From an optimization exercise on the open Yosys and OpenROAD flow, aimed at small area, a short achievable clock period and few clock cycles per item; shortcuts taken in it are not production practice. Only simulation tests tie the RTL to the original design; equivalence was not proved.

## rev 12
==> module SHA256_core, before the edit <==
module SHA256_core(
    input RST,
    input CLK,
    input next_b,
    input [511:0] block,
    output [255:0] digest,
    output core_ready
    );
    function automatic logic [31:0] ror(input logic [31:0] x, input int n);
        ror = (x >> n) | (x << (32 - n));
    endfunction
    logic rsh;              
    logic [1:0] rk;         
    logic rdy;              
    logic busy;             
    logic [6:0] cnt;        
    logic fin;              
    logic [31:0] ha [0:3];  
    logic [31:0] he [0:3];  
    logic [31:0] a, b, c, d, e, f, g, h;
    logic [31:0] w [0:15];
    logic [31:0] hk;        
    logic [31:0] k_t, kq;   
    k_constant_rom K_ROM (.t(cnt[5:0] + 6'd1), .k(k_t));
    logic [31:0] s1, ch, s0, mj;
    assign s1 = ror(e, 6) ^ ror(e, 11) ^ ror(e, 25);
    assign ch = (e & f) ^ (~e & g);
    assign s0 = ror(a, 2) ^ ror(a, 13) ^ ror(a, 22);
    assign mj = (a & b) ^ (a & c) ^ (b & c);
    logic [31:0] p1s, p1c, p2s, p2c, p3s, p3c, p4s, p4c, q2s, q2c, q3s, q3c;
    always_comb begin
        p1s = s1 ^ ch ^ hk;
        p1c = {((s1 & ch) | (s1 & hk) | (ch & hk)), 1'b0};
        p2s = s0 ^ mj ^ w[0];
        p2c = {((s0 & mj) | (s0 & w[0]) | (mj & w[0])), 1'b0};
        p3s = p1s ^ p1c ^ p2s;
        p3c = {((p1s & p1c) | (p1s & p2s) | (p1c & p2s)), 1'b0};
        p4s = p3s ^ p3c ^ p2c;
        p4c = {((p3s & p3c) | (p3s & p2c) | (p3c & p2c)), 1'b0};
        q2s = p1s ^ p1c ^ d;
        q2c = {((p1s & p1c) | (p1s & d) | (p1c & d)), 1'b0};
        q3s = q2s ^ q2c ^ w[0];
        q3c = {((q2s & q2c) | (q2s & w[0]) | (q2c & w[0])), 1'b0};
    end
    logic [31:0] a_new, e_new;
    assign a_new = p4s + p4c;
    assign e_new = q3s + q3c;
    logic [31:0] sg0, sg1, w_new;
    assign sg0 = ror(w[1], 7) ^ ror(w[1], 18) ^ (w[1] >> 3);
    assign sg1 = ror(w[14], 17) ^ ror(w[14], 19) ^ (w[14] >> 10);
    logic [31:0] ws1s, ws1c, ws2s, ws2c;
    always_comb begin
        ws1s = sg1 ^ w[9] ^ w[0];
        ws1c = {((sg1 & w[9]) | (sg1 & w[0]) | (w[9] & w[0])), 1'b0};
        ws2s = ws1s ^ ws1c ^ sg0;
        ws2c = {((ws1s & ws1c) | (ws1s & sg0) | (ws1c & sg0)), 1'b0};
    end
    add32_bk W_ADD (.x(ws2s), .y(ws2c), .s(w_new));
    logic [31:0] sum_a, sum_e;
    add32_bk A_ADD (.x(ha[3]), .y(a), .s(sum_a));
    add32_bk E_ADD (.x(he[3]), .y(e), .s(sum_e));
    logic [31:0] h0a, h0e;
    always_comb begin
        case (rk)
            2'd0: begin h0a = 32'ha54ff53a; h0e = 32'h5be0cd19; end
            2'd1: begin h0a = 32'h3c6ef372; h0e = 32'h1f83d9ab; end
            2'd2: begin h0a = 32'hbb67ae85; h0e = 32'h9b05688c; end
            default: begin h0a = 32'h6a09e667; h0e = 32'h510e527f; end
        endcase
    end
    always_ff @(posedge CLK) begin
        if (RST) begin
            rdy <= 1'b0;
            busy <= 1'b0;
            cnt <= 7'd0;
            fin <= 1'b0;
            rsh <= 1'b1;
            rk <= 2'd0;
        end else if (rsh) begin
            rk <= rk + 2'd1;
            if (rk == 2'd3) begin
                rsh <= 1'b0;
                rdy <= 1'b1;
            end
        end else if (busy) begin
            if (cnt == 7'd65) begin
                busy <= 1'b0;
                rdy <= 1'b1;
                cnt <= 7'd0;
            end else begin
                cnt <= cnt + 7'd1;
            end
            fin <= (cnt >= 7'd61) && (cnt != 7'd65);
        end else if (rdy) begin
            if (next_b) begin
                rdy <= 1'b0;
                busy <= 1'b1;
                cnt <= 7'd1;
            end
        end else begin
            rsh <= 1'b1;
            rk <= 2'd0;
        end
    end
    always_ff @(posedge CLK) begin
        if (fin || rsh) begin
            ha[0] <= rsh ? h0a : sum_a;
            ha[1] <= ha[0];
            ha[2] <= ha[1];
            ha[3] <= ha[2];
            he[0] <= rsh ? h0e : sum_e;
            he[1] <= he[0];
            he[2] <= he[1];
            he[3] <= he[2];
        end
    end
    logic [31:0] hk_new;
    add32_bk H_ADD (.x(busy ? g : he[3]), .y(busy ? kq : 32'h428a2f98), .s(hk_new));
    always_ff @(posedge CLK) begin
        if (busy) begin
            a <= a_new;
            b <= a;
            c <= b;
            d <= c;
            e <= e_new;
            f <= e;
            g <= f;
            h <= g;
            for (int i = 0; i < 15; i++) w[i] <= w[i + 1];
            w[15] <= w_new;
        end else begin
            a <= ha[0];
            b <= ha[1];
            c <= ha[2];
            d <= ha[3];
            e <= he[0];
            f <= he[1];
            g <= he[2];
            h <= he[3];
            for (int i = 0; i < 16; i++) w[i] <= block[511 - 32*i -: 32];
        end
        kq <= k_t;
        hk <= hk_new;
    end
    assign digest = {ha[0], ha[1], ha[2], ha[3], he[0], he[1], he[2], he[3]};
    assign core_ready = rdy;
endmodule
export LEC_CHECK = 0
export ABC_AREA = 1
export CAP_MARGIN = 20
export CORE_MARGIN = 2
export CORE_UTILIZATION = 62
export CTS_CLUSTER_DIAMETER = 80
export CTS_CLUSTER_SIZE = 30
export PLACE_DENSITY = 0.7
export SLEW_MARGIN = 20
create_clock -name core_clock -period 15.0 [get_ports {CLK}]
standard.sh (not shown) runs the stock make flow with config.mk's settings and CLKGATE_MAP_FILE= SYNTH_SCRIPT=/design/flow/synth_recipe.tcl, a recipe that flattens the netlist after the stock synthesis.
==> flow/flow/run.sh <==
#!/bin/bash
# Layout flow: the standard synthesis and layout (standard.sh), with
#  - port buffers of the smallest buffer cell (buf_1) instead of the default choice,
#  - timing repair run with an extra setup margin so that the achieved period is pushed
#    well below the (loose) 15 ns clock; the SDC itself is unchanged.
# Each make step's output goes to its own log file here; ORFS keeps per-tool logs under orfs/logs.
set -eo pipefail
MARGIN=$(cat flow/margin.txt)
bash standard.sh synth > log_synth.txt 2>&1
bash standard.sh BUFFER_PORTS_ARGS="-buffer_cell sky130_fd_sc_hd__buf_1" \
    SETUP_SLACK_MARGIN=$MARGIN finish > log_layout.txt 2>&1
==> flow/flow/margin.txt <==
10.6
Testbench counts of rev 12, summed over its fixed seeds: cycles 8,456, blocks 128.
Edits applied to the flow inputs when going from rev 12 to rev 13:
diff --git a/flow/design.v b/flow/design.v
--- a/flow/design.v
+++ b/flow/design.v
@@ -33,32 +33,33 @@
     logic fin;              
     logic [31:0] ha [0:3];  
     logic [31:0] he [0:3];  
     logic [31:0] a, b, c, d, e, f, g, h;
     logic [31:0] w [0:15];
-    logic [31:0] hk;        
     logic [31:0] k_t, kq;   
-    k_constant_rom K_ROM (.t(cnt[5:0] + 6'd1), .k(k_t));
+    k_constant_rom K_ROM (.t(cnt[5:0]), .k(k_t));
     logic [31:0] s1, ch, s0, mj;
     assign s1 = ror(e, 6) ^ ror(e, 11) ^ ror(e, 25);
     assign ch = (e & f) ^ (~e & g);
     assign s0 = ror(a, 2) ^ ror(a, 13) ^ ror(a, 22);
     assign mj = (a & b) ^ (a & c) ^ (b & c);
-    logic [31:0] p1s, p1c, p2s, p2c, p3s, p3c, p4s, p4c, q2s, q2c, q3s, q3c;
+    logic [31:0] ks, kc, p1s, p1c, p2s, p2c, p3s, p3c, p4s, p4c, q2s, q2c, q3s, q3c;
     always_comb begin
-        p1s = s1 ^ ch ^ hk;
-        p1c = {((s1 & ch) | (s1 & hk) | (ch & hk)), 1'b0};
-        p2s = s0 ^ mj ^ w[0];
-        p2c = {((s0 & mj) | (s0 & w[0]) | (mj & w[0])), 1'b0};
+        ks = h ^ kq ^ w[0];
+        kc = {((h & kq) | (h & w[0]) | (kq & w[0])), 1'b0};
+        p1s = s1 ^ ch ^ ks;
+        p1c = {((s1 & ch) | (s1 & ks) | (ch & ks)), 1'b0};
+        p2s = s0 ^ mj ^ kc;
+        p2c = {((s0 & mj) | (s0 & kc) | (mj & kc)), 1'b0};
         p3s = p1s ^ p1c ^ p2s;
         p3c = {((p1s & p1c) | (p1s & p2s) | (p1c & p2s)), 1'b0};
         p4s = p3s ^ p3c ^ p2c;
         p4c = {((p3s & p3c) | (p3s & p2c) | (p3c & p2c)), 1'b0};
-        q2s = p1s ^ p1c ^ d;
-        q2c = {((p1s & p1c) | (p1s & d) | (p1c & d)), 1'b0};
-        q3s = q2s ^ q2c ^ w[0];
-        q3c = {((q2s & q2c) | (q2s & w[0]) | (q2c & w[0])), 1'b0};
+        q2s = p1s ^ p1c ^ kc;
+        q2c = {((p1s & p1c) | (p1s & kc) | (p1c & kc)), 1'b0};
+        q3s = q2s ^ q2c ^ d;
+        q3c = {((q2s & q2c) | (q2s & d) | (q2c & d)), 1'b0};
     end
     logic [31:0] a_new, e_new;
     assign a_new = p4s + p4c;
     assign e_new = q3s + q3c;
     logic [31:0] sg0, sg1, w_new;
@@ -128,12 +129,10 @@
             he[1] <= he[0];
             he[2] <= he[1];
             he[3] <= he[2];
         end
     end
-    logic [31:0] hk_new;
-    add32_bk H_ADD (.x(busy ? g : he[3]), .y(busy ? kq : 32'h428a2f98), .s(hk_new));
     always_ff @(posedge CLK) begin
         if (busy) begin
             a <= a_new;
             b <= a;
             c <= b;
@@ -154,11 +153,10 @@
             g <= he[2];
             h <= he[3];
             for (int i = 0; i < 16; i++) w[i] <= block[511 - 32*i -: 32];
         end
         kq <= k_t;
-        hk <= hk_new;
     end
     assign digest = {ha[0], ha[1], ha[2], ha[3], he[0], he[1], he[2], he[3]};
     assign core_ready = rdy;
 endmodule
 module add32_bk(
### Flow results
- Against rev 12 as the reference, rev 13 delivers a higher routed metal-1 wire length.
- Core area was lower in rev 13 than in rev 12.
- Per the comparison of rev 13 with rev 12, worst-case headroom to the max-slew limit grew by 9.9 points; setup slack shrank by 0.098 ns; first-pass GRT wire length held steady.
- From rev 12 to rev 13 the numbers moved as follows: storage element area comparable, post-synthesis area per instance saw an increase, met2 demand-to-capacity share in global routing fell by 0.66 points.
- Comparing rev 13 and rev 12, the higher cell count of the worst reg-to-reg path was measured on rev 12.
Testbench counts of rev 13, summed over its fixed seeds: cycles 8,456, blocks 128.

## static timing again, ports no longer ideal
How much do the figures lean on ideal ports? The routed layouts below were timed once more, with nothing changed but the port constraints.
Step 1, drivers: a clkbuf_16 drives CLK and a buf_2 each remaining input, both assumed.
Step 2 also shifts input and output timing later by t, the mid clock arrival at the registers, as if the neighbouring blocks saw the same clock.
Slacks: no drivers / after step 1 / after step 2; pairs: no drivers / after step 1.
run	t (ns)	setup slack, ns	worst setup path at the end	latest minus earliest clock arrival (ns)	worst register clock-pin slew, ns
rev 12	0.730	10.543 / 10.470 / 10.628	register to register	0.059 / 0.059	0.12 / 0.12
rev 13	0.724	10.445 / 10.445 / 10.445	register to register	0.047 / 0.047	0.12 / 0.12
After both steps every run listed still meets setup and hold.
